From an optimization exercise on the open Yosys and OpenROAD flow, aimed at small area, a short achievable clock period and few clock cycles per item; shortcuts taken in it are not production practice. Function was not checked in any run shown here: the RTL went through the layout flow alone. Power figures rest on the tool's default switching activity, not on a simulated workload.

**flow/config.mk**
```make
export PLATFORM = sky130hd
export DESIGN_NAME = atanh
export DESIGN_NICKNAME = atanh
export VERILOG_FILES = /design/flow/design.v
export SDC_FILE = /design/flow/constraint.sdc
export NUM_CORES = 4
export LEC_CHECK = 0
export CAP_MARGIN = 20
export CORE_MARGIN = 2
export CORE_UTILIZATION = 40
export PLACE_DENSITY = 0.6
export SLEW_MARGIN = 20
```
**flow/design.v**
```verilog
module atanh (
  input                     clk,
  input                     rstn,
  input                     trig,
  input  signed       [8:0] tanha,
  output logic              vld,
  output logic signed [8:0] a2_latch
);
  wire        s = tanha[8];
  wire  [7:0] l = tanha[7:0];
  wire  [7:0] m = (l ^ {8{s}}) + {7'd0, s};   
  wire        z = ~|l;                        
  wire  [0:7] mr = m;                         
  wire  [0:7] gr;                             
  wire  [7:0] g = gr;
  logic [8:0] a2;
  wire nnew_n17, nnew_n18, nnew_n19, nnew_n20, nnew_n22, nnew_n23, nnew_n25, nnew_n26, nnew_n27, nnew_n28, nnew_n29, nnew_n30, nnew_n31, nnew_n32, nnew_n33, nnew_n34, nnew_n35, nnew_n36, nnew_n37, nnew_n38, nnew_n39, nnew_n40, nnew_n41, nnew_n42, nnew_n43, nnew_n44, nnew_n45, nnew_n46, nnew_n47, nnew_n48, nnew_n49, nnew_n50, nnew_n51, nnew_n52, nnew_n53, nnew_n54, nnew_n55, nnew_n56, nnew_n57, nnew_n58, nnew_n59, nnew_n60, nnew_n61, nnew_n62, nnew_n63, nnew_n64, nnew_n65, nnew_n66, nnew_n67, nnew_n68, nnew_n69, nnew_n70, nnew_n71, nnew_n72, nnew_n73, nnew_n74, nnew_n75, nnew_n76, nnew_n77, nnew_n78, nnew_n79, nnew_n80, nnew_n81, nnew_n82, nnew_n83, nnew_n84, nnew_n85, nnew_n86, nnew_n87, nnew_n88, nnew_n89, nnew_n90, nnew_n91, nnew_n92, nnew_n93, nnew_n94, nnew_n95, nnew_n96, nnew_n97, nnew_n98, nnew_n99, nnew_n100, nnew_n101, nnew_n102, nnew_n103, nnew_n104, nnew_n105, nnew_n106, nnew_n107, nnew_n108, nnew_n109, nnew_n110, nnew_n111, nnew_n112, nnew_n113, nnew_n114, nnew_n115, nnew_n116, nnew_n117, nnew_n118, nnew_n119, nnew_n120, nnew_n121, nnew_n122, nnew_n123, nnew_n124, nnew_n125, nnew_n126, nnew_n127, nnew_n128, nnew_n129, nnew_n130, nnew_n131, nnew_n132, nnew_n133, nnew_n134, nnew_n135, nnew_n136, nnew_n137, nnew_n138, nnew_n139, nnew_n140, nnew_n141, nnew_n142, nnew_n143, nnew_n144, nnew_n145, nnew_n146, nnew_n147, nnew_n148, nnew_n149, nnew_n150, nnew_n151, nnew_n152, nnew_n153, nnew_n154, nnew_n155, nnew_n156, nnew_n157, nnew_n158, nnew_n159, nnew_n160, nnew_n161, nnew_n162, nnew_n163, nnew_n164, nnew_n165, nnew_n166, nnew_n167, nnew_n168, nnew_n169, nnew_n170, nnew_n171, nnew_n172, nnew_n173, nnew_n174, nnew_n175, nnew_n176, nnew_n177, nnew_n178, nnew_n179, nnew_n180, nnew_n182, nnew_n183, nnew_n184, nnew_n185, nnew_n186, nnew_n187, nnew_n188, nnew_n189, nnew_n190, nnew_n191, nnew_n192, nnew_n193, nnew_n194, nnew_n195, nnew_n196, nnew_n197, nnew_n198, nnew_n199, nnew_n200, nnew_n201, nnew_n202, nnew_n203, nnew_n204, nnew_n206, nnew_n207, nnew_n208, nnew_n209, nnew_n210, nnew_n211, nnew_n212, nnew_n213, nnew_n214, nnew_n216, nnew_n217, nnew_n218, nnew_n219, nnew_n220, nnew_n221, nnew_n222, nnew_n223, nnew_n224, nnew_n225, nnew_n226, nnew_n227, nnew_n228, nnew_n229, nnew_n230, nnew_n231, nnew_n232, nnew_n233, nnew_n234, nnew_n235, nnew_n236, nnew_n237, nnew_n238, nnew_n240, nnew_n241, nnew_n242, nnew_n243, nnew_n244, nnew_n245, nnew_n246, nnew_n247, nnew_n248, nnew_n249, nnew_n250, nnew_n252, nnew_n253, nnew_n254, nnew_n255, nnew_n256, nnew_n257, nnew_n258, nnew_n259, nnew_n260, nnew_n261, nnew_n262, nnew_n263, nnew_n264, nnew_n265, nnew_n266, nnew_n267, nnew_n268, nnew_n269, nnew_n270, nnew_n271, nnew_n272, nnew_n273, nnew_n274, nnew_n275, nnew_n276, nnew_n277, nnew_n278, nnew_n279, nnew_n280, nnew_n281, nnew_n282, nnew_n283, nnew_n284, nnew_n285, nnew_n286, nnew_n287, nnew_n288, nnew_n289, nnew_n290, nnew_n291, nnew_n292, nnew_n293, nnew_n294, nnew_n295, nnew_n296, nnew_n297, nnew_n298, nnew_n299, nnew_n300, nnew_n301, nnew_n302, nnew_n303, nnew_n304, nnew_n305, nnew_n306, nnew_n307, nnew_n308, nnew_n309, nnew_n310, nnew_n311, nnew_n312, nnew_n313, nnew_n314;
  assign nnew_n17 = mr[0] & ~mr[1];
  assign nnew_n18 = ~mr[3] & ~mr[4];
  assign nnew_n19 = mr[2] & ~nnew_n18;
  assign nnew_n20 = nnew_n17 & ~nnew_n19;
  assign gr[0] = mr[0] & ~nnew_n20;
  assign nnew_n22 = ~mr[0] & mr[2];
  assign nnew_n23 = mr[1] & nnew_n22;
  assign gr[1] = nnew_n20 | nnew_n23;
  assign nnew_n25 = ~mr[0] & ~mr[1];
  assign nnew_n26 = mr[0] & mr[1];
  assign nnew_n27 = ~mr[2] & mr[5];
  assign nnew_n28 = mr[4] & mr[7];
  assign nnew_n29 = ~mr[2] & ~nnew_n28;
  assign nnew_n30 = ~nnew_n27 & ~nnew_n29;
  assign nnew_n31 = ~mr[6] & ~mr[7];
  assign nnew_n32 = ~mr[4] & nnew_n31;
  assign nnew_n33 = ~nnew_n30 & ~nnew_n32;
  assign nnew_n34 = nnew_n26 & ~nnew_n33;
  assign nnew_n35 = ~mr[2] & ~mr[4];
  assign nnew_n36 = mr[2] & ~mr[6];
  assign nnew_n37 = ~mr[4] & mr[5];
  assign nnew_n38 = ~nnew_n36 & nnew_n37;
  assign nnew_n39 = ~nnew_n35 & ~nnew_n38;
  assign nnew_n40 = mr[2] & mr[4];
  assign nnew_n41 = ~mr[5] & nnew_n40;
  assign nnew_n42 = nnew_n27 & ~nnew_n31;
  assign nnew_n43 = ~nnew_n41 & ~nnew_n42;
  assign nnew_n44 = nnew_n39 & nnew_n43;
  assign nnew_n45 = nnew_n25 & ~nnew_n44;
  assign nnew_n46 = ~mr[5] & ~mr[6];
  assign nnew_n47 = mr[4] & nnew_n46;
  assign nnew_n48 = mr[1] & ~nnew_n38;
  assign nnew_n49 = ~nnew_n47 & nnew_n48;
  assign nnew_n50 = ~nnew_n45 & ~nnew_n49;
  assign nnew_n51 = mr[6] & mr[7];
  assign nnew_n52 = mr[5] & ~nnew_n51;
  assign nnew_n53 = ~mr[7] & nnew_n36;
  assign nnew_n54 = mr[2] & mr[5];
  assign nnew_n55 = ~nnew_n53 & ~nnew_n54;
  assign nnew_n56 = ~nnew_n52 & nnew_n55;
  assign nnew_n57 = mr[4] & ~nnew_n52;
  assign nnew_n58 = nnew_n37 & nnew_n53;
  assign nnew_n59 = ~nnew_n57 & ~nnew_n58;
  assign nnew_n60 = ~nnew_n56 & nnew_n59;
  assign nnew_n61 = mr[0] & ~nnew_n60;
  assign nnew_n62 = nnew_n50 & ~nnew_n61;
  assign nnew_n63 = ~nnew_n34 & ~nnew_n62;
  assign nnew_n64 = ~mr[3] & ~nnew_n63;
  assign nnew_n65 = mr[2] & mr[7];
  assign nnew_n66 = mr[0] & ~nnew_n65;
  assign nnew_n67 = mr[3] & ~nnew_n40;
  assign nnew_n68 = ~nnew_n66 & nnew_n67;
  assign nnew_n69 = ~mr[3] & mr[7];
  assign nnew_n70 = nnew_n35 & nnew_n69;
  assign nnew_n71 = ~mr[1] & ~nnew_n70;
  assign nnew_n72 = ~nnew_n68 & nnew_n71;
  assign nnew_n73 = mr[1] & ~mr[2];
  assign nnew_n74 = mr[0] & ~nnew_n73;
  assign nnew_n75 = nnew_n69 & ~nnew_n74;
  assign nnew_n76 = mr[1] & ~mr[4];
  assign nnew_n77 = ~mr[0] & nnew_n76;
  assign nnew_n78 = ~nnew_n75 & ~nnew_n77;
  assign nnew_n79 = ~nnew_n72 & nnew_n78;
  assign nnew_n80 = ~mr[5] & ~nnew_n79;
  assign nnew_n81 = mr[0] & mr[4];
  assign nnew_n82 = ~mr[1] & mr[7];
  assign nnew_n83 = ~mr[4] & nnew_n82;
  assign nnew_n84 = ~nnew_n81 & ~nnew_n83;
  assign nnew_n85 = ~mr[2] & ~nnew_n84;
  assign nnew_n86 = ~nnew_n41 & ~nnew_n85;
  assign nnew_n87 = mr[6] & ~nnew_n86;
  assign nnew_n88 = ~nnew_n80 & nnew_n87;
  assign nnew_n89 = ~nnew_n64 & ~nnew_n88;
  assign nnew_n90 = mr[5] & mr[7];
  assign nnew_n91 = ~mr[1] & ~mr[2];
  assign nnew_n92 = mr[3] & ~nnew_n91;
  assign nnew_n93 = ~nnew_n35 & ~nnew_n40;
  assign nnew_n94 = nnew_n92 & ~nnew_n93;
  assign nnew_n95 = nnew_n90 & ~nnew_n94;
  assign nnew_n96 = ~mr[1] & mr[4];
  assign nnew_n97 = ~nnew_n76 & ~nnew_n96;
  assign nnew_n98 = ~mr[0] & nnew_n97;
  assign nnew_n99 = mr[2] & ~nnew_n28;
  assign nnew_n100 = nnew_n98 & ~nnew_n99;
  assign nnew_n101 = ~mr[5] & ~nnew_n100;
  assign nnew_n102 = ~nnew_n95 & ~nnew_n101;
  assign nnew_n103 = ~mr[3] & mr[4];
  assign nnew_n104 = mr[5] & nnew_n89;
  assign nnew_n105 = mr[4] & nnew_n104;
  assign nnew_n106 = mr[6] & ~nnew_n105;
  assign nnew_n107 = ~mr[2] & ~mr[7];
  assign nnew_n108 = mr[5] & ~nnew_n107;
  assign nnew_n109 = ~nnew_n65 & nnew_n108;
  assign nnew_n110 = ~mr[2] & ~mr[5];
  assign nnew_n111 = ~mr[1] & mr[3];
  assign nnew_n112 = ~nnew_n110 & nnew_n111;
  assign nnew_n113 = ~nnew_n109 & nnew_n112;
  assign nnew_n114 = nnew_n90 & nnew_n113;
  assign nnew_n115 = ~nnew_n40 & ~nnew_n73;
  assign nnew_n116 = ~mr[3] & ~nnew_n115;
  assign nnew_n117 = ~mr[5] & mr[7];
  assign nnew_n118 = ~mr[0] & nnew_n117;
  assign nnew_n119 = nnew_n116 & nnew_n118;
  assign nnew_n120 = ~nnew_n114 & ~nnew_n119;
  assign nnew_n121 = ~nnew_n106 & nnew_n120;
  assign nnew_n122 = ~nnew_n67 & ~nnew_n116;
  assign nnew_n123 = ~nnew_n28 & ~nnew_n122;
  assign nnew_n124 = ~mr[0] & ~nnew_n123;
  assign nnew_n125 = ~mr[4] & ~mr[7];
  assign nnew_n126 = mr[3] & ~nnew_n25;
  assign nnew_n127 = nnew_n125 & nnew_n126;
  assign nnew_n128 = nnew_n26 & ~nnew_n107;
  assign nnew_n129 = mr[5] & ~nnew_n128;
  assign nnew_n130 = ~nnew_n127 & nnew_n129;
  assign nnew_n131 = ~nnew_n124 & nnew_n130;
  assign nnew_n132 = ~nnew_n80 & ~nnew_n131;
  assign nnew_n133 = ~nnew_n121 & nnew_n132;
  assign nnew_n134 = mr[7] & ~nnew_n133;
  assign nnew_n135 = ~nnew_n103 & ~nnew_n134;
  assign nnew_n136 = ~nnew_n102 & ~nnew_n135;
  assign nnew_n137 = mr[0] & mr[3];
  assign nnew_n138 = ~mr[2] & ~nnew_n137;
  assign nnew_n139 = nnew_n26 & ~nnew_n138;
  assign nnew_n140 = mr[6] & ~nnew_n139;
  assign nnew_n141 = ~nnew_n136 & nnew_n140;
  assign nnew_n142 = ~nnew_n81 & nnew_n138;
  assign nnew_n143 = ~nnew_n19 & ~nnew_n142;
  assign nnew_n144 = ~nnew_n47 & ~nnew_n143;
  assign nnew_n145 = ~nnew_n103 & ~nnew_n144;
  assign nnew_n146 = mr[0] & ~mr[7];
  assign nnew_n147 = nnew_n145 & nnew_n146;
  assign nnew_n148 = nnew_n69 & nnew_n96;
  assign nnew_n149 = nnew_n132 & ~nnew_n148;
  assign nnew_n150 = ~nnew_n147 & ~nnew_n149;
  assign nnew_n151 = nnew_n121 & nnew_n150;
  assign nnew_n152 = ~nnew_n141 & ~nnew_n151;
  assign nnew_n153 = ~nnew_n27 & ~nnew_n41;
  assign nnew_n154 = ~mr[7] & nnew_n153;
  assign nnew_n155 = nnew_n152 & nnew_n154;
  assign nnew_n156 = nnew_n36 & ~nnew_n37;
  assign nnew_n157 = ~nnew_n47 & ~nnew_n156;
  assign nnew_n158 = ~nnew_n38 & nnew_n65;
  assign nnew_n159 = nnew_n157 & nnew_n158;
  assign nnew_n160 = nnew_n17 & ~nnew_n159;
  assign nnew_n161 = ~nnew_n152 & ~nnew_n153;
  assign nnew_n162 = nnew_n160 & ~nnew_n161;
  assign nnew_n163 = ~nnew_n155 & nnew_n162;
  assign nnew_n164 = ~nnew_n41 & nnew_n157;
  assign nnew_n165 = ~mr[1] & ~nnew_n164;
  assign nnew_n166 = ~mr[2] & nnew_n51;
  assign nnew_n167 = mr[4] & ~mr[6];
  assign nnew_n168 = nnew_n91 & ~nnew_n167;
  assign nnew_n169 = ~nnew_n166 & ~nnew_n168;
  assign nnew_n170 = ~mr[4] & ~mr[5];
  assign nnew_n171 = nnew_n97 & ~nnew_n170;
  assign nnew_n172 = ~nnew_n169 & nnew_n171;
  assign nnew_n173 = ~nnew_n31 & nnew_n37;
  assign nnew_n174 = mr[1] & ~nnew_n173;
  assign nnew_n175 = ~nnew_n57 & nnew_n174;
  assign nnew_n176 = ~nnew_n172 & ~nnew_n175;
  assign nnew_n177 = ~nnew_n165 & nnew_n176;
  assign nnew_n178 = mr[3] & ~nnew_n177;
  assign nnew_n179 = ~nnew_n137 & ~nnew_n178;
  assign nnew_n180 = ~nnew_n163 & ~nnew_n179;
  assign gr[5] = ~nnew_n89 | nnew_n180;
  assign nnew_n182 = mr[0] & mr[7];
  assign nnew_n183 = nnew_n46 & ~nnew_n182;
  assign nnew_n184 = gr[5] & nnew_n183;
  assign nnew_n185 = mr[4] & ~nnew_n184;
  assign nnew_n186 = mr[3] & ~nnew_n54;
  assign nnew_n187 = ~nnew_n180 & ~nnew_n186;
  assign nnew_n188 = ~mr[1] & ~nnew_n22;
  assign nnew_n189 = ~nnew_n23 & ~nnew_n188;
  assign nnew_n190 = ~nnew_n187 & ~nnew_n189;
  assign nnew_n191 = ~nnew_n185 & nnew_n190;
  assign nnew_n192 = nnew_n170 & gr[5];
  assign nnew_n193 = mr[4] & ~nnew_n46;
  assign nnew_n194 = mr[0] & ~mr[5];
  assign nnew_n195 = nnew_n73 & ~nnew_n194;
  assign nnew_n196 = nnew_n193 & nnew_n195;
  assign nnew_n197 = ~mr[3] & ~nnew_n196;
  assign nnew_n198 = nnew_n74 & ~nnew_n96;
  assign nnew_n199 = ~mr[1] & nnew_n22;
  assign nnew_n200 = ~nnew_n198 & ~nnew_n199;
  assign nnew_n201 = nnew_n197 & nnew_n200;
  assign nnew_n202 = mr[3] & nnew_n199;
  assign nnew_n203 = ~nnew_n201 & ~nnew_n202;
  assign nnew_n204 = ~nnew_n192 & ~nnew_n203;
  assign gr[3] = ~nnew_n191 & ~nnew_n204;
  assign nnew_n206 = mr[2] & ~gr[3];
  assign nnew_n207 = nnew_n25 & ~nnew_n206;
  assign nnew_n208 = ~nnew_n26 & ~nnew_n197;
  assign nnew_n209 = gr[3] & ~nnew_n208;
  assign nnew_n210 = mr[2] & ~nnew_n25;
  assign nnew_n211 = ~nnew_n209 & nnew_n210;
  assign nnew_n212 = ~mr[2] & nnew_n197;
  assign nnew_n213 = gr[3] & nnew_n212;
  assign nnew_n214 = ~nnew_n211 & ~nnew_n213;
  assign gr[2] = ~nnew_n207 & nnew_n214;
  assign nnew_n216 = ~mr[4] & ~nnew_n89;
  assign nnew_n217 = mr[3] & mr[4];
  assign nnew_n218 = ~mr[1] & ~nnew_n217;
  assign nnew_n219 = ~nnew_n216 & nnew_n218;
  assign nnew_n220 = gr[3] & nnew_n219;
  assign nnew_n221 = ~gr[5] & nnew_n193;
  assign nnew_n222 = ~mr[0] & ~nnew_n73;
  assign nnew_n223 = ~nnew_n221 & nnew_n222;
  assign nnew_n224 = ~nnew_n92 & ~nnew_n197;
  assign nnew_n225 = ~mr[4] & nnew_n180;
  assign nnew_n226 = ~nnew_n224 & ~nnew_n225;
  assign nnew_n227 = ~nnew_n223 & nnew_n226;
  assign nnew_n228 = ~nnew_n191 & ~nnew_n227;
  assign nnew_n229 = ~nnew_n139 & ~nnew_n228;
  assign nnew_n230 = mr[3] & nnew_n229;
  assign nnew_n231 = nnew_n220 & nnew_n230;
  assign nnew_n232 = ~nnew_n220 & ~nnew_n229;
  assign nnew_n233 = ~nnew_n97 & nnew_n184;
  assign nnew_n234 = nnew_n97 & ~nnew_n184;
  assign nnew_n235 = mr[0] & ~nnew_n104;
  assign nnew_n236 = ~nnew_n234 & nnew_n235;
  assign nnew_n237 = ~nnew_n233 & nnew_n236;
  assign nnew_n238 = ~nnew_n232 & ~nnew_n237;
  assign gr[4] = ~nnew_n231 & nnew_n238;
  assign nnew_n240 = ~mr[0] & ~nnew_n103;
  assign nnew_n241 = nnew_n149 & ~nnew_n240;
  assign nnew_n242 = ~mr[0] & nnew_n50;
  assign nnew_n243 = mr[6] & ~mr[7];
  assign nnew_n244 = mr[3] & ~mr[4];
  assign nnew_n245 = ~mr[5] & ~nnew_n244;
  assign nnew_n246 = nnew_n222 & nnew_n245;
  assign nnew_n247 = nnew_n243 & ~nnew_n246;
  assign nnew_n248 = ~nnew_n143 & nnew_n247;
  assign nnew_n249 = ~nnew_n242 & nnew_n248;
  assign nnew_n250 = ~nnew_n241 & nnew_n249;
  assign gr[6] = nnew_n152 | nnew_n250;
  assign nnew_n252 = ~mr[6] & gr[1];
  assign nnew_n253 = ~nnew_n63 & ~nnew_n252;
  assign nnew_n254 = mr[5] & ~mr[7];
  assign nnew_n255 = ~nnew_n117 & ~nnew_n254;
  assign nnew_n256 = mr[2] & ~nnew_n96;
  assign nnew_n257 = ~nnew_n255 & ~nnew_n256;
  assign nnew_n258 = ~nnew_n81 & nnew_n188;
  assign nnew_n259 = ~nnew_n98 & nnew_n258;
  assign nnew_n260 = nnew_n257 & ~nnew_n259;
  assign nnew_n261 = ~mr[0] & nnew_n256;
  assign nnew_n262 = mr[0] & nnew_n35;
  assign nnew_n263 = ~nnew_n261 & ~nnew_n262;
  assign nnew_n264 = nnew_n255 & ~nnew_n263;
  assign nnew_n265 = ~nnew_n260 & ~nnew_n264;
  assign nnew_n266 = ~mr[3] & ~nnew_n265;
  assign nnew_n267 = mr[3] & ~nnew_n160;
  assign nnew_n268 = nnew_n182 & ~nnew_n267;
  assign nnew_n269 = ~nnew_n266 & nnew_n268;
  assign nnew_n270 = ~nnew_n253 & nnew_n269;
  assign nnew_n271 = mr[6] & ~nnew_n113;
  assign nnew_n272 = ~nnew_n96 & ~nnew_n108;
  assign nnew_n273 = ~mr[6] & ~nnew_n125;
  assign nnew_n274 = nnew_n92 & nnew_n273;
  assign nnew_n275 = ~nnew_n28 & ~nnew_n274;
  assign nnew_n276 = ~nnew_n272 & nnew_n275;
  assign nnew_n277 = ~nnew_n271 & nnew_n276;
  assign nnew_n278 = mr[3] & ~mr[6];
  assign nnew_n279 = nnew_n110 & ~nnew_n278;
  assign nnew_n280 = nnew_n36 & nnew_n82;
  assign nnew_n281 = ~nnew_n117 & ~nnew_n280;
  assign nnew_n282 = ~nnew_n279 & nnew_n281;
  assign nnew_n283 = ~nnew_n46 & ~nnew_n217;
  assign nnew_n284 = nnew_n69 & nnew_n76;
  assign nnew_n285 = ~nnew_n283 & ~nnew_n284;
  assign nnew_n286 = nnew_n169 & nnew_n285;
  assign nnew_n287 = ~nnew_n282 & nnew_n286;
  assign nnew_n288 = ~nnew_n277 & ~nnew_n287;
  assign nnew_n289 = mr[2] & nnew_n257;
  assign nnew_n290 = ~mr[0] & ~nnew_n289;
  assign nnew_n291 = ~nnew_n288 & nnew_n290;
  assign nnew_n292 = ~nnew_n69 & ~nnew_n170;
  assign nnew_n293 = ~mr[0] & ~nnew_n243;
  assign nnew_n294 = ~nnew_n292 & ~nnew_n293;
  assign nnew_n295 = ~nnew_n159 & ~nnew_n294;
  assign nnew_n296 = ~nnew_n145 & nnew_n295;
  assign nnew_n297 = nnew_n188 & ~nnew_n296;
  assign nnew_n298 = ~nnew_n31 & ~nnew_n51;
  assign nnew_n299 = nnew_n138 & ~nnew_n298;
  assign nnew_n300 = nnew_n22 & nnew_n243;
  assign nnew_n301 = ~nnew_n299 & ~nnew_n300;
  assign nnew_n302 = mr[1] & mr[5];
  assign nnew_n303 = ~nnew_n301 & nnew_n302;
  assign nnew_n304 = ~nnew_n201 & nnew_n303;
  assign nnew_n305 = ~nnew_n297 & ~nnew_n304;
  assign nnew_n306 = ~nnew_n291 & nnew_n305;
  assign nnew_n307 = mr[4] & ~nnew_n107;
  assign nnew_n308 = ~nnew_n41 & nnew_n307;
  assign nnew_n309 = nnew_n188 & nnew_n308;
  assign nnew_n310 = ~nnew_n266 & ~nnew_n309;
  assign nnew_n311 = mr[6] & ~nnew_n310;
  assign nnew_n312 = nnew_n306 & ~nnew_n311;
  assign nnew_n313 = ~nnew_n270 & nnew_n312;
  assign nnew_n314 = nnew_n270 & ~nnew_n306;
  assign gr[7] = ~nnew_n313 & ~nnew_n314;
  always_comb begin
    if (z) a2 = s ? 9'h149 : 9'h1ff;   
    else if (s) a2 = ~{1'b0, g};
    else a2 = {1'b0, g};
  end
  always_ff @(posedge clk or negedge rstn) begin
    if (!rstn) vld <= 1'b0;
    else vld <= trig;
  end
  always_ff @(posedge clk or negedge rstn) begin
    if (!rstn) a2_latch <= 9'd0;
    else if (trig) a2_latch <= a2;
  end
endmodule
```
**flow/run.sh**
```bash
#!/bin/bash
# synth_recipe.tcl (not shown) runs the flow's synth.tcl, then flattens the netlist and writes it again
# the make line also repeats each setting of config.mk as NAME=value (left out here)
make -C /OpenROAD-flow-scripts/flow DESIGN_CONFIG=/design/flow/config.mk WORK_HOME=/design/flow/orfs CLKGATE_MAP_FILE= SYNTH_SCRIPT=/design/flow/synth_recipe.tcl finish
```
**flow/constraint.sdc**
```tcl
create_clock -name core_clock -period 7.5 [get_ports {clk}]
set_input_delay 1.5000 -clock core_clock [delete_from_list [all_inputs] [get_ports {clk}]]
set_output_delay 1.5000 -clock core_clock [all_outputs]
set_load 0.01 [all_outputs]
```
==> impl_metrics.tcl, run 1 <==
set metrics [dict create \
    critPathLaunchType "input port" \
    async_flop_share 1.00 \
    cts_made_buffers 3 \
    cts-resized-gates 0 \
    r2r_slack_ns 6.71 \
    slew_headroom 0.507 \
    postCtsHoldBufs 0 \
    antenna_cells 0 \
    synth-xor-area-share 0.0827 \
    die-area_mm2 0.00669 \
    finalSetupViolCount 0 \
    grt_pass1_wl_um 12900 \
    n_fill_cell 604 \
    worstPathCellList "clkdlybuf4s50_1 -> buf_4 -> and4b_1 -> a32o_4 -> xnor2_2 -> a21oi_1 -> o31ai_2 -> a41o_1 -> o22ai_1 -> a32oi_1 -> a31o_1 -> a211oi_1 -> o2bb2ai_1 -> mux2_2 -> or3_1 -> a31o_1" \
    worstPathArrival_ns 6.51 \
    ir_worst_vdd_uv 99.5 \
    grt-busiest-layer "met2" \
    post-place-cells 423 \
    track_usage 0.241 \
    path_clk_slew_ns 0.04 \
    skew_ns 0 \
    top_level_ports 22 \
    use_met1 0.334 \
    cpPeakStageDelay_ns 0.61 \
    synthFlopType "dfrtp_1" \
    synth_area_leaders "dfrtp_1, a21oi_1, ha_1" \
    synth_top_cell_area_share 0.103 \
    syn_area_per_cell_um2 7.01 \
    synth_compound_area_frac 0.420 \
    power-per-cell-area_mw_per_mm2 182 \
    yosysSeqAreaShare 0.103 \
    crit_buf_inv 2 \
    synth_top_family_by_area "compound AO/OA/AOI/OAI gates" \
    post-route-period-util 0.853 \
    portBuffers 21 \
    yosys.area_share.simple 0.245 \
    core_area_mm2 0.00589 \
    met3_usage 0.0374 \
    h-tree-depth 1 \
    clk_latency_ns 0.23 \
    cp_top_family "compound AO/OA/AOI/OAI gates" \
    via_per_inst 6.59 \
    cts.sinks 10 \
    drtIter0Drc 164 \
    worst_slew_pin_slew_ns 0.736 \
    critPathSlowestCell "xnor2_2" \
    fin_crit_ns 6.39 \
    rows 28 \
    p_leak_nw 1.03 \
    cap_violations 0 \
    drtAntennaViolNets 0 \
    post-synth-top-area-cell "dfrtp_1" \
    first_global_vias 2588 \
    grt_max_degree 30 \
    ys_ff_latch 10 \
    die_h_um 81.8 \
    synthAdderAreaFrac 0.0517 \
    start_util 0.411 \
    gp_congestion 0.927 \
    synth.distinct_cells 71 \
    area_growth_pct 13.3 \
    yosys_warnings 1 \
    clock_path_buffers 2 \
    max_freq_mhz 156 \
    met2_usage 0.381 \
    post_cts_buffers 0 \
    vias 2807 \
    finalMaxSlewViolations 0 \
    antenna_found_initial 0 \
    synthesis.nets 367 \
    critPathMaxFanout 23 \
    die_w_um 81.8 \
    avgRoutedWirePerCell_um 18.2 \
    hpwl_um 5490 \
    synth_edf_count 0 \
    nNetsFinal 375 \
    hold_viol 0 \
    synthMuxAreaShare 0.0315 \
    cp.required_ns 7.62 \
    crit_top_cell "a31o_1" \
    tns_ns 0 \
    cts-root-buf "clkbuf_8" \
    crit_type "in -> reg" \
    drtPass1Iterations 5 \
    hold_path.class "reg -> reg" \
    end_kind "flip-flop" \
    rsz0062_at_grt "false" \
    syn_inst 345 \
    fin_cells 426 \
    cts_tree "done" \
    synth_common_cells "nor2_1, nand2_1, a21oi_1" \
    layout-drive-gt1-share 0.105 \
    drt-total-wl_um 7740 \
    drc 0 \
    status "timing/DRC/antenna clean" \
    yosysMostFrequentCell "nor2_1" \
    grt-ovfl-total 0 \
    synthesis.area_mm2 0.00242 \
]
==> kinds of logic (layout without fill, tap and decap cells) <==
logic type,count (synthesis),after routing
compound gates,142,142
simple gates,118,118
buf+inv,39,45
xor+xnor,19,19
fa+ha+maj,10,10
flops,10,10
mux,7,7
==> path summary, 6_finish.rpt <==
kind | from | endpoint | depth (start not counted)
max in group asynchronous | rstn | a2_latch[0]$_DFFE_PN0P_ | 1
min | a2_latch[4]$_DFFE_PN0P_ | a2_latch[4]$_DFFE_PN0P_ | 1
min in group asynchronous | rstn | a2_latch[4]$_DFFE_PN0P_ | 1
max | tanha[8] | a2_latch[5]$_DFFE_PN0P_ | 16
max reg2reg | a2_latch[5]$_DFFE_PN0P_ | a2_latch[5]$_DFFE_PN0P_ | 2
min reg2reg | a2_latch[4]$_DFFE_PN0P_ | a2_latch[4]$_DFFE_PN0P_ | 1
==> power by group <==
part / internal, mW / switching [mW] / total, mW
Combinational: 0.154 / 0.215 / 0.370
Sequential: 0.0697 / 0.00727 / 0.0769
Clock: 0.0349 / 0.0178 / 0.0526
==> state kept, by name, summed over array words and instances (netlist names) <==
| signal | count |
|---|---|
| a2_latch | 9 |
| vld | 1 |
==> worst reg2reg max path: stages (launching register included) <==
cell     delay [ns]
dfrtp_1        0.36
nor2b_1        0.13
a31o_1         0.19
==> cell type report <==
cell class	count	area (um^2)	share of cell area
Tap cell	75	93.8	0.0342
Multi-Input combinational cell	296	2020	0.736
Sequential cell	10	250	0.0913
Inverter	8	30.0	0.0110
Timing Repair Buffer	34	308	0.112
Clock buffer	3	41.3	0.0151
==> layout by cell type, fill, tap and decap left out, types with 4 or more instances in the layout <==
cell type / netlist / routed
nand2b_1: 7 / 7
o31ai_1: 4 / 4
mux2_2: 5 / 5
a211o_1: 4 / 4
a31o_1: 4 / 4
nand3_1: 10 / 10
o211ai_1: 6 / 6
dfrtp_1: 10 / 10
a21oi_1: 30 / 30
a32oi_1: 7 / 7
nor2_1: 33 / 33
nand2_1: 32 / 32
inv_1: 6 / 6
ha_1: 10 / 10
a211oi_1: 4 / 4
o22ai_1: 5 / 5
a31oi_1: 7 / 7
o21ai_0: 24 / 24
clkdlybuf4s50_1: 0 / 21
buf_4: 2 / 13
xnor2_1: 13 / 12
a221o_1: 4 / 4
nor3_1: 11 / 11
==> metal layers <==
layer  vias to the layer above  share of wire
li1                       1338              -
met1                      1300           0.45
met2                       152           0.44
met3                        17          0.095
met4                         0          0.017
met5                         -              0
==> per-stage QoR <==
stage	hold slack (ns)	worst slack (ns)	cell area [um^2]	util	power [mW]
2_1_floorplan	0.551	1.46	2420	-	0.332
3_3_place_gp	0.492	0.966	2690	0.457	0.439
3_5_place_dp	0.497	0.885	2690	0.457	0.438
4_1_cts	0.507	1.09	2730	0.464	0.493
5_1_grt	0.517	0.859	2740	0.466	0.540
6_report	0.503	1.11	2740	0.466	0.499
==> run 2, diff against run 1 <==
--- a/flow/config.mk
+++ b/flow/config.mk
@@ -5,6 +5,7 @@
 export SDC_FILE = /design/flow/constraint.sdc
 export NUM_CORES = 4
 export LEC_CHECK = 0
+export ABC_AREA = 1
 export CAP_MARGIN = 20
 export CORE_MARGIN = 2
 export CORE_UTILIZATION = 40
==> run 2 against run 1 <==
  * Utilization down 0.59 points
  * Total power fell by 16%
  * Routed wire length is 13% lower
  * Clock-buffer cell count up 1
  * Worst setup slack improved by 0.11 ns
  * Clock skew is the same
  * Sequential cell count unchanged
  * Critical endpoint unchanged
==> impl_metrics.tcl, run 2 <==
set metrics [dict create \
    cts-root-buf "clkbuf_8" \
    synth_compound_area_frac 0.187 \
    die-area_mm2 0.00621 \
    max_freq_mhz 159 \
    cp.required_ns 7.63 \
    crit_buf_inv 4 \
    area_growth_pct 11.8 \
    drtAntennaViolNets 0 \
    yosys_warnings 1 \
    nNetsFinal 400 \
    layout_common_cells "nand2_1, inv_1, nor2_1" \
    top_regs "a2_latch x9, vld x1" \
    hold_path.class "reg -> reg" \
    synthesis.area_mm2 0.00224 \
    cts-resized-gates 0 \
    critPathLaunchType "input port" \
    synth_area_leaders "nand2_1, dfrtp_1, inv_1" \
    synth.distinct_cells 46 \
    finalMaxSlewViolations 0 \
    register_area_um2 250 \
    regMostFlops "a2_latch" \
    die_w_um 78.8 \
    multiInputGateArea_mm2 0.00170 \
    syn_inst 364 \
    grt_pass1_wl_um 11400 \
    worstPathArrival_ns 6.41 \
    largest_reg_flops 9 \
    fin_crit_ns 6.28 \
    rsz0062_at_grt "false" \
    post-route-period-util 0.838 \
    cap_violations 0 \
    antenna_cells 0 \
    yosysMostFrequentCell "nand2_1" \
    track_usage 0.228 \
    pre_cts_slack_ns 1.09 \
    layout_commonest_cell "nand2_1" \
    clock_path_buffers 2 \
    via_per_inst 5.64 \
    synth_edf_count 0 \
    post_cts_buffers 0 \
    die_h_um 78.8 \
    synthMuxAreaShare 0 \
    core_area_mm2 0.00544 \
    top_level_ports 22 \
    start_util 0.411 \
    finalSetupViolCount 0 \
    final_util 0.460 \
    async_flop_share 1.00 \
    design_area_mm2 0.00250 \
    placed_cell_area_mm2 0.00245 \
    post-place-cells 445 \
    cts.sinks 10 \
    r2r_slack_ns 6.83 \
    cpPeakStageDelay_ns 1.08 \
    grt_max_degree 20 \
    ir_worst_vdd_uv 86.9 \
    syn_area_per_cell_um2 6.15 \
    cts_tree "done" \
    slew_headroom 0.377 \
    yosys.area_share.simple 0.467 \
    layout-drive-gt1-share 0.154 \
    gp_congestion 1.06 \
    synth-xor-area-share 0.0475 \
    power.total_mw 0.420 \
    whs_ns 0.475 \
    clk_latency_ns 0.23 \
    hold_viol 0 \
    post-synth-top-area-cell "nand2_1" \
    vias 2532 \
    avgRoutedWirePerCell_um 15.0 \
    synth_top_cell_area_share 0.159 \
    hpwl_um 5170 \
    worst_slew_pin_slew_ns 0.932 \
    power-per-cell-area_mw_per_mm2 168 \
    rows 27 \
    synthFlopType "dfrtp_1" \
    h-tree-depth 1 \
    crit_top_cell "nand2_1" \
    fin_cells 449 \
    critPathMaxFanout 17 \
    end_kind "flip-flop" \
    n_fill_cell 607 \
    crit_type "in -> reg" \
    skew_ns 0 \
    cp_top_family "simple AND/OR/NAND/NOR gates" \
    first_global_vias 2352 \
    yosysSeqAreaShare 0.112 \
    cts_made_buffers 3 \
    ys_ff_latch 10 \
    portBuffers 21 \
    synthesis.nets 386 \
    drtIter0Drc 288 \
    path_clk_slew_ns 0.05 \
    status "timing/DRC/antenna clean" \
    critPathSlowestCell "clkdlybuf4s50_1" \
    p_leak_nw 1.23 \
    drc 0 \
    drtPass1Iterations 7 \
    tns_ns 0 \
    grt-ovfl-total 0 \
    fin_ws_ns 1.22 \
    drt-total-wl_um 6730 \
    synth_common_cells "nand2_1, inv_1, nor2_1" \
    synthAdderAreaFrac 0.0559 \
    synth_top_family_by_area "simple AND/OR/NAND/NOR gates" \
    antenna_found_initial 0 \
    postCtsHoldBufs 0 \
]
run 2: kinds of logic after synthesis:
kind of cell / count (synthesis)
buffers and inverters: 61
adder cells (fa/ha/maj): 10
AND/OR/NAND/NOR: 205
XOR/XNOR: 7
AO/OA/AOI/OAI: 71
flip-flops: 10
run 2: worst paths after layout:
check	startpoint	endpoint	depth (start not counted)
setup / recovery	tanha[8]	a2_latch[5]$_DFFE_PN0P_	39
hold / removal	a2_latch[1]$_DFFE_PN0P_	a2_latch[1]$_DFFE_PN0P_	2
setup reg to reg	a2_latch[8]$_DFFE_PN0P_	a2_latch[8]$_DFFE_PN0P_	2
hold reg to reg	a2_latch[1]$_DFFE_PN0P_	a2_latch[1]$_DFFE_PN0P_	2
max in group asynchronous	rstn	a2_latch[3]$_DFFE_PN0P_	1
min in group asynchronous	rstn	a2_latch[7]$_DFFE_PN0P_	1
run 2: area by class of cell:
type,instances,share of cell area
Inverter,48,0.0770
Timing Repair Buffer,22,0.0870
Clock buffer,4,0.0220
Sequential cell,10,0.100
Multi-Input combinational cell,293,0.678
Tap cell,72,0.0360
run 2: power breakdown:
group / internal (mW) / switching (mW)
combinational: 0.0990 / 0.185
clock: 0.0461 / 0.0204
sequential: 0.0649 / 0.00544
total: 0.210 / 0.211
run 2: layer usage:
layer | routed length (um) | track usage | part of all wire | vias up
met5 | 0 | 0 | 0 | -
met4 | 176 | 0.0789 | 0.026 | 0
met3 | 481 | 0.0375 | 0.071 | 19
met1 | 3040 | 0.313 | 0.45 | 1160
met2 | 3040 | 0.361 | 0.45 | 123
li1 | - | - | - | 1230
run 2: worst register-to-register path: cells and delay by family, from the launching register on:
| family | cells | cell delay [ns] |
|---|---|---|
| simple gates | 1 | 0.06 |
| compound gates | 1 | 0.09 |
| flops | 1 | 0.38 |
==> run 3, diff against run 2 <==
--- a/flow/config.mk
+++ b/flow/config.mk
@@ -10,4 +10,5 @@
 export CORE_MARGIN = 2
 export CORE_UTILIZATION = 40
 export PLACE_DENSITY = 0.6
+export SETUP_SLACK_MARGIN = 3
 export SLEW_MARGIN = 20
==> run 3 against run 2 <==
  * Still clean
  * Routed wire length grew 33%
  * Sequential cell count is the same
  * First-iteration DRC count grew 130%
  * Total power grew 31%
  * Clock power shrank about 20%
  * Critical path depth shrank 6
  * Utilization grew 19 points
  * Via count grew 20%
  * Final area grew 41%
  * Sequential share of layout area shrank 2.9 points
  * Clock skew is the same
  * Critical path type unchanged
  * Largest cell class unchanged
  * Highest routed layer unchanged
==> impl_metrics.tcl, run 3 <==
set metrics [dict create \
    crit_buf_inv 6 \
    power-per-cell-area_mw_per_mm2 156 \
    hold_viol 0 \
    regMostFlops "a2_latch" \
    synthesis.area_mm2 0.00224 \
    critPathSlowestCell "nand4_1" \
    async_flop_share 1.00 \
    synthesis.nets 386 \
    top_regs "a2_latch x9, vld x1" \
    clk_latency_ns 0.23 \
    start_util 0.411 \
    cp.required_ns 7.62 \
    synth_top_cell_area_share 0.159 \
    clock_path_buffers 2 \
    syn_inst 364 \
    synth_common_cells "nand2_1, inv_1, nor2_1" \
    drt-total-wl_um 8930 \
    worst_slew_pin_slew_ns 0.813 \
    synth_area_leaders "nand2_1, dfrtp_1, inv_1" \
    post-place-cells 446 \
    avgRoutedWirePerCell_um 17.1 \
    finalMaxSlewViolations 0 \
    cap_violations 0 \
    skew_ns 0 \
    die_w_um 78.8 \
    cts-root-buf "clkbuf_8" \
    cts_tree "done" \
    path_clk_slew_ns 0.04 \
    worstPathArrival_ns 4.86 \
    core_area_mm2 0.00544 \
    post-route-period-util 0.632 \
    cpPeakStageDelay_ns 0.26 \
    layout_commonest_cell "nand2_1" \
    layout_common_cells "nand2_1, buf_4, nand2_2" \
    cp_top_family "simple AND/OR/NAND/NOR gates" \
    gp_congestion 1.08 \
    end_kind "flip-flop" \
    cts.sinks 10 \
    n_fill_cell 436 \
    yosysSeqAreaShare 0.112 \
    rsz0062_at_grt "true" \
    drc 0 \
    first_global_vias 2875 \
    track_usage 0.270 \
    portBuffers 21 \
    hold_path.class "reg -> reg" \
    grt-ovfl-total 0 \
    max_freq_mhz 211 \
    h-tree-depth 1 \
    hpwl_um 5130 \
    grt_max_degree 15 \
    critPathMaxFanout 5 \
    top_level_ports 22 \
    drtAntennaViolNets 0 \
    die_h_um 78.8 \
    yosys_warnings 1 \
    via_per_inst 5.84 \
    synth_edf_count 0 \
    layout-drive-gt1-share 0.438 \
    grt_pass1_wl_um 13600 \
    rows 27 \
    ys_ff_latch 10 \
    yosysMostFrequentCell "nand2_1" \
    die-area_mm2 0.00621 \
    largest_reg_flops 9 \
    antenna_found_initial 0 \
    drtPass1Iterations 6 \
    synth.distinct_cells 46 \
    postCtsHoldBufs 0 \
    finalSetupViolCount 0 \
    fin_crit_ns 4.74 \
    crit_top_cell "nand2_4" \
    nNetsFinal 474 \
    crit_type "in -> reg" \
    tns_ns 0 \
    area_growth_pct 57.8 \
    post-synth-top-area-cell "nand2_1" \
    cts_made_buffers 3 \
    drtIter0Drc 657 \
    p_leak_nw 1.70 \
    slew_headroom 0.452 \
    status "timing/DRC/antenna clean" \
    antenna_cells 0 \
    ir_worst_vdd_uv 97.9 \
    critPathLaunchType "input port" \
    syn_area_per_cell_um2 6.15 \
    vias 3048 \
    synthFlopType "dfrtp_1" \
    fin_cells 522 \
]
run 3: cell types whose count changed in the layout (fill, tap and decap cells not counted), sizes merged, moves of 2 or more:
cell / previous run / this run
buf: 1 / 75
clkdlybuf4s50: 21 / 13
clkinvlp: 0 / 2
dlygate4sd2: 0 / 4
inv: 47 / 44
nand2: 122 / 125
run 3: final cells by class:
type / instances / area (um^2) / share of cell area
Clock buffer: 3 / 41.3 / 0.0117
Sequential cell: 10 / 250 / 0.0709
Timing Repair Buffer: 93 / 826 / 0.234
Multi-Input combinational cell: 296 / 2100 / 0.596
Tap cell: 72 / 90.1 / 0.0255
Inverter: 48 / 220 / 0.0624
run 3: per-stage QoR:
step / utilization / hold WS (ns) / setup slack [ns] / power (mW) / cell area [um^2]
2_1_floorplan: - / 0.516 / 3.03 / 0.274 / 2250
3_3_place_gp: 0.454 / 0.464 / 1.27 / 0.354 / 2470
3_5_place_dp: 0.454 / 0.468 / 1.37 / 0.349 / 2470
4_1_cts: 0.594 / 0.472 / 2.83 / 0.490 / 3230
5_1_grt: 0.649 / 0.521 / 2.47 / 0.587 / 3530
6_report: 0.649 / 0.478 / 2.76 / 0.551 / 3530
run 3: kinds of logic after synthesis:
group,after synthesis,share of synthesized area
AO/OA/AOI/OAI,71,0.187
XOR/XNOR,7,0.0475
adder cells (fa/ha/maj),10,0.0559
buffers and inverters,61,0.130
flip-flops,10,0.112
AND/OR/NAND/NOR,205,0.467
run 3: what timing repair did:
action / in CTS / in global routing
gates cloned: 3 / 0
resized for setup: 91 / 51
pin swaps: 45 / 46
hold endpoints to repair: 0 / 0
setup endpoints to repair: 6 / 6
setup buffers: 54 / 16
run 3: layer usage:
| metal | vias to the layer above | global-route usage | wire [um] |
|---|---|---|---|
| met5 | - | 0 | 0 |
| met4 | 0 | 0.100 | 533 |
| met3 | 74 | 0.0568 | 928 |
| met2 | 216 | 0.452 | 4090 |
| met1 | 1383 | 0.341 | 3380 |
| li1 | 1375 | - | - |
run 3: final timing paths:
check	end	startpoint	cells past startpoint	slack, ns
min reg2reg	a2_latch[8]$_DFFE_PN0P_	a2_latch[8]$_DFFE_PN0P_	2	0.48
max in group asynchronous	a2_latch[6]$_DFFE_PN0P_	rstn	1	5.59
max reg2reg	a2_latch[7]$_DFFE_PN0P_	a2_latch[7]$_DFFE_PN0P_	2	6.85
max	a2_latch[3]$_DFFE_PN0P_	tanha[8]	33	2.76
min	a2_latch[8]$_DFFE_PN0P_	a2_latch[8]$_DFFE_PN0P_	2	0.48
min in group asynchronous	a2_latch[7]$_DFFE_PN0P_	rstn	1	1.59
run 3: worst reg2reg max path: stages, from the launching register on:
cell and delay [ns]:
dfrtp_1 0.38, nand2_1 0.06, o21ai_0 0.07
run 3: report_power, final:
| part | internal (mW) | switching [mW] |
|---|---|---|
| clock | 0.0349 | 0.0184 |
| combinational | 0.180 | 0.246 |
| sequential | 0.0649 | 0.00581 |
| total | 0.280 | 0.270 |
==> run 4, diff against run 3 <==
--- a/flow/config.mk
+++ b/flow/config.mk
@@ -10,5 +10,5 @@
 export CORE_MARGIN = 2
 export CORE_UTILIZATION = 40
 export PLACE_DENSITY = 0.6
-export SETUP_SLACK_MARGIN = 3
+export SETUP_SLACK_MARGIN = 4.5
 export SLEW_MARGIN = 20
==> run 4 against run 3 <==
  * Final area fell by 3.5%
  * Via count fell by 2.0%
  * Register-to-register slack barely moved
  * Routed wire length fell by 4.7%
  * Critical path depth rose by 1
  * Worst hold slack got worse by 0.0051 ns
  * Critical path type unchanged
  * Largest cell class unchanged
==> impl_metrics.tcl, run 4 <==
set metrics [dict create \
    drc 0 \
    layout-drive-gt1-share 0.425 \
    worst_slew_pin_slew_ns 0.502 \
    pre_cts_slack_ns 1.30 \
    grt_pass1_wl_um 14000 \
    top_level_ports 22 \
    hpwl_um 5040 \
    yosysMostFrequentCell "nand2_1" \
    crit_type "in -> reg" \
    synth_area_leaders "nand2_1, dfrtp_1, inv_1" \
    cap_violations 0 \
    yosysSeqAreaShare 0.112 \
    skew_ns 0 \
    track_usage 0.283 \
    core_area_mm2 0.00544 \
    layout_commonest_cell "nand2_1" \
    n_fill_cell 468 \
    synth_top_cell_area_share 0.159 \
    avgRoutedWirePerCell_um 16.6 \
    fin_crit_ns 4.74 \
    ys_ff_latch 10 \
    gp_congestion 1.08 \
    critPathLaunchType "input port" \
    critPathSlowestCell "ha_4" \
    finalSetupViolCount 0 \
    critPathMaxFanout 6 \
    die_h_um 78.8 \
    cts_made_buffers 3 \
    hold_path.class "reg -> reg" \
    die-area_mm2 0.00621 \
    first_global_vias 2929 \
    clock_power_share 0.118 \
    tns_ns 0 \
    synth_edf_count 0 \
    p_switching_mw 0.266 \
    hold_viol 0 \
    fin_ws_ns 2.76 \
    cts_tree "done" \
    swShare 0.478 \
    drt-total-wl_um 8510 \
    syn_inst 364 \
    regMostFlops "a2_latch" \
    whs_ns 0.473 \
    vias 2988 \
    end_kind "flip-flop" \
    cts.sinks 10 \
    post-synth-top-area-cell "nand2_1" \
    largest_reg_flops 9 \
    area_growth_pct 52.3 \
    clk_latency_ns 0.23 \
    syn_area_per_cell_um2 6.15 \
    layout_common_cells "nand2_1, buf_4, nand2_2" \
    postCtsHoldBufs 0 \
    start_util 0.411 \
    nNetsFinal 463 \
    cpPeakStageDelay_ns 0.27 \
    power-per-cell-area_mw_per_mm2 163 \
    yosys_warnings 1 \
    crit_top_cell "nand2_1" \
    p_int_mw 0.291 \
    drtAntennaViolNets 0 \
    ir_worst_vdd_uv 110 \
    antenna_cells 0 \
    seqPwrFrac 0.127 \
    cp.required_ns 7.62 \
    synthFlopType "dfrtp_1" \
    slew_headroom 0.662 \
    rsz0062_at_grt "true" \
    synth_common_cells "nand2_1, inv_1, nor2_1" \
    finalMaxSlewViolations 0 \
    drtPass1Iterations 8 \
    pwr-share-comb 0.755 \
    cts-root-buf "clkbuf_8" \
    clock_path_buffers 2 \
    path_clk_slew_ns 0.04 \
    worstPathArrival_ns 4.86 \
    async_flop_share 1.00 \
    max_freq_mhz 211 \
    top_regs "a2_latch x9, vld x1" \
    p_leak_nw 1.62 \
    grt_max_degree 15 \
    via_per_inst 5.84 \
    h-tree-depth 1 \
    post-route-period-util 0.632 \
    rows 27 \
    synth.distinct_cells 46 \
    antenna_found_initial 0 \
    status "timing/DRC/antenna clean" \
    synthesis.area_mm2 0.00224 \
    die_w_um 78.8 \
    grt-ovfl-total 0 \
    portBuffers 21 \
    drtIter0Drc 428 \
    synthesis.nets 386 \
]
run 4: worst paths after layout:
check / slack (ns) / endpoint / startpoint / cells after the start
max in group asynchronous: 5.63 / a2_latch[6]$_DFFE_PN0P_ / rstn / 1
max reg2reg: 6.86 / a2_latch[4]$_DFFE_PN0P_ / a2_latch[4]$_DFFE_PN0P_ / 2
max: 2.76 / a2_latch[3]$_DFFE_PN0P_ / tanha[8] / 34
min in group asynchronous: 1.57 / a2_latch[7]$_DFFE_PN0P_ / rstn / 1
min reg2reg: 0.47 / a2_latch[3]$_DFFE_PN0P_ / a2_latch[3]$_DFFE_PN0P_ / 2
min: 0.47 / a2_latch[3]$_DFFE_PN0P_ / a2_latch[3]$_DFFE_PN0P_ / 2
run 4: power groups by stage:
stage | sequential, mW | clock [mW] | combinational [mW]
detailed placement | 0.0711 | 0 | 0.289
CTS | 0.0704 | 0.0672 | 0.382
global placement | 0.0711 | 0 | 0.295
floorplan | 0.0763 | 0 | 0.214
global route | 0.0714 | 0.0719 | 0.449
finish | 0.0706 | 0.0659 | 0.420
run 4: worst max-delay path, delay by kind of cell:
kind | cells | cell delay, ns
AO/OA/AOI/OAI | 2 | 0.31
XOR/XNOR | 1 | 0.23
adder cells (fa/ha/maj) | 1 | 0.27
buffers and inverters | 4 | 0.46
AND/OR/NAND/NOR | 26 | 2.05
run 4: logic make-up after synthesis:
family                     count (synthesis)  share of synthesized area
buffers and inverters                     61                      0.130
adders and majority gates                 10                     0.0559
xor gates and xnor gates                   7                     0.0475
and+or+nand+nor                          205                      0.467
AOI/OAI and AO/OA                         71                      0.187
DFF                                       10                      0.112
run 4: per-layer routing:
layer | track usage | up-vias | part of all wire
met1 | 0.334 | 1328 | 0.37
met4 | 0.163 | 0 | 0.067
met5 | 0 | - | 0
li1 | - | 1360 | -
met2 | 0.474 | 236 | 0.46
met3 | 0.0568 | 64 | 0.10
run 4: what timing repair did:
item | 4_1_cts | 5_1_grt
pin swaps | 49 | 31
gates resized for setup | 87 | 16
gates cloned | 1 | 0
setup buffers | 56 | 6
setup endpoints to repair | 8 | 8
run 4: stage by stage:
step                      power, mW  area [um^2]  std cells   util
final                         0.556         3410        512  0.626
after global routing          0.592         3410        512  0.626
after CTS                     0.520         3310        506  0.609
after detailed placement      0.360         2580        445  0.474
after global placement        0.366         2580        445  0.474
after floorplan               0.291         2400        364      -
run 4: layout make-up:
type | instances | area [um^2] | share of cell area
inverter | 48 | 224 | 0.0657
timing repair buffer | 84 | 738 | 0.217
clock buffer | 4 | 55.1 | 0.0162
multi-input combinational | 294 | 2050 | 0.602
tap | 72 | 90.1 | 0.0264
sequential | 10 | 250 | 0.0734

## re-timing with driven ports
How much do the figures lean on ideal ports? The routed layouts below were timed once more, with nothing changed but the port constraints.
Step 1 sets driving cells, clkbuf_16 on the clock port and buf_2 on the other inputs (assumed; they add their load-dependent delay and slew).
Step 2 moves the port delays by t, midway between the first and last clock arrival at a register: inputs arrive t later, outputs are due t later. That takes back most of the time a late clock gives input paths.
Three values: ideal, step 1, step 2; two values: the first two.
run	t, ns	setup WS [ns]	worst setup path after step 2	worst register clock-pin slew, ns	pins driven straight from the clock port
run 1	0.249	1.106 / 1.103 / 0.854	input to register	0.04 / 0.04	1
run 2	0.254	1.218 / 1.217 / 0.963	input to register	0.05 / 0.05	1
run 3	0.249	2.756 / 2.714 / 2.464	input to register	0.04 / 0.04	1
run 4	0.250	2.759 / 2.717 / 2.467	input to register	0.05 / 0.05	1
After both steps every run listed still meets setup and hold.
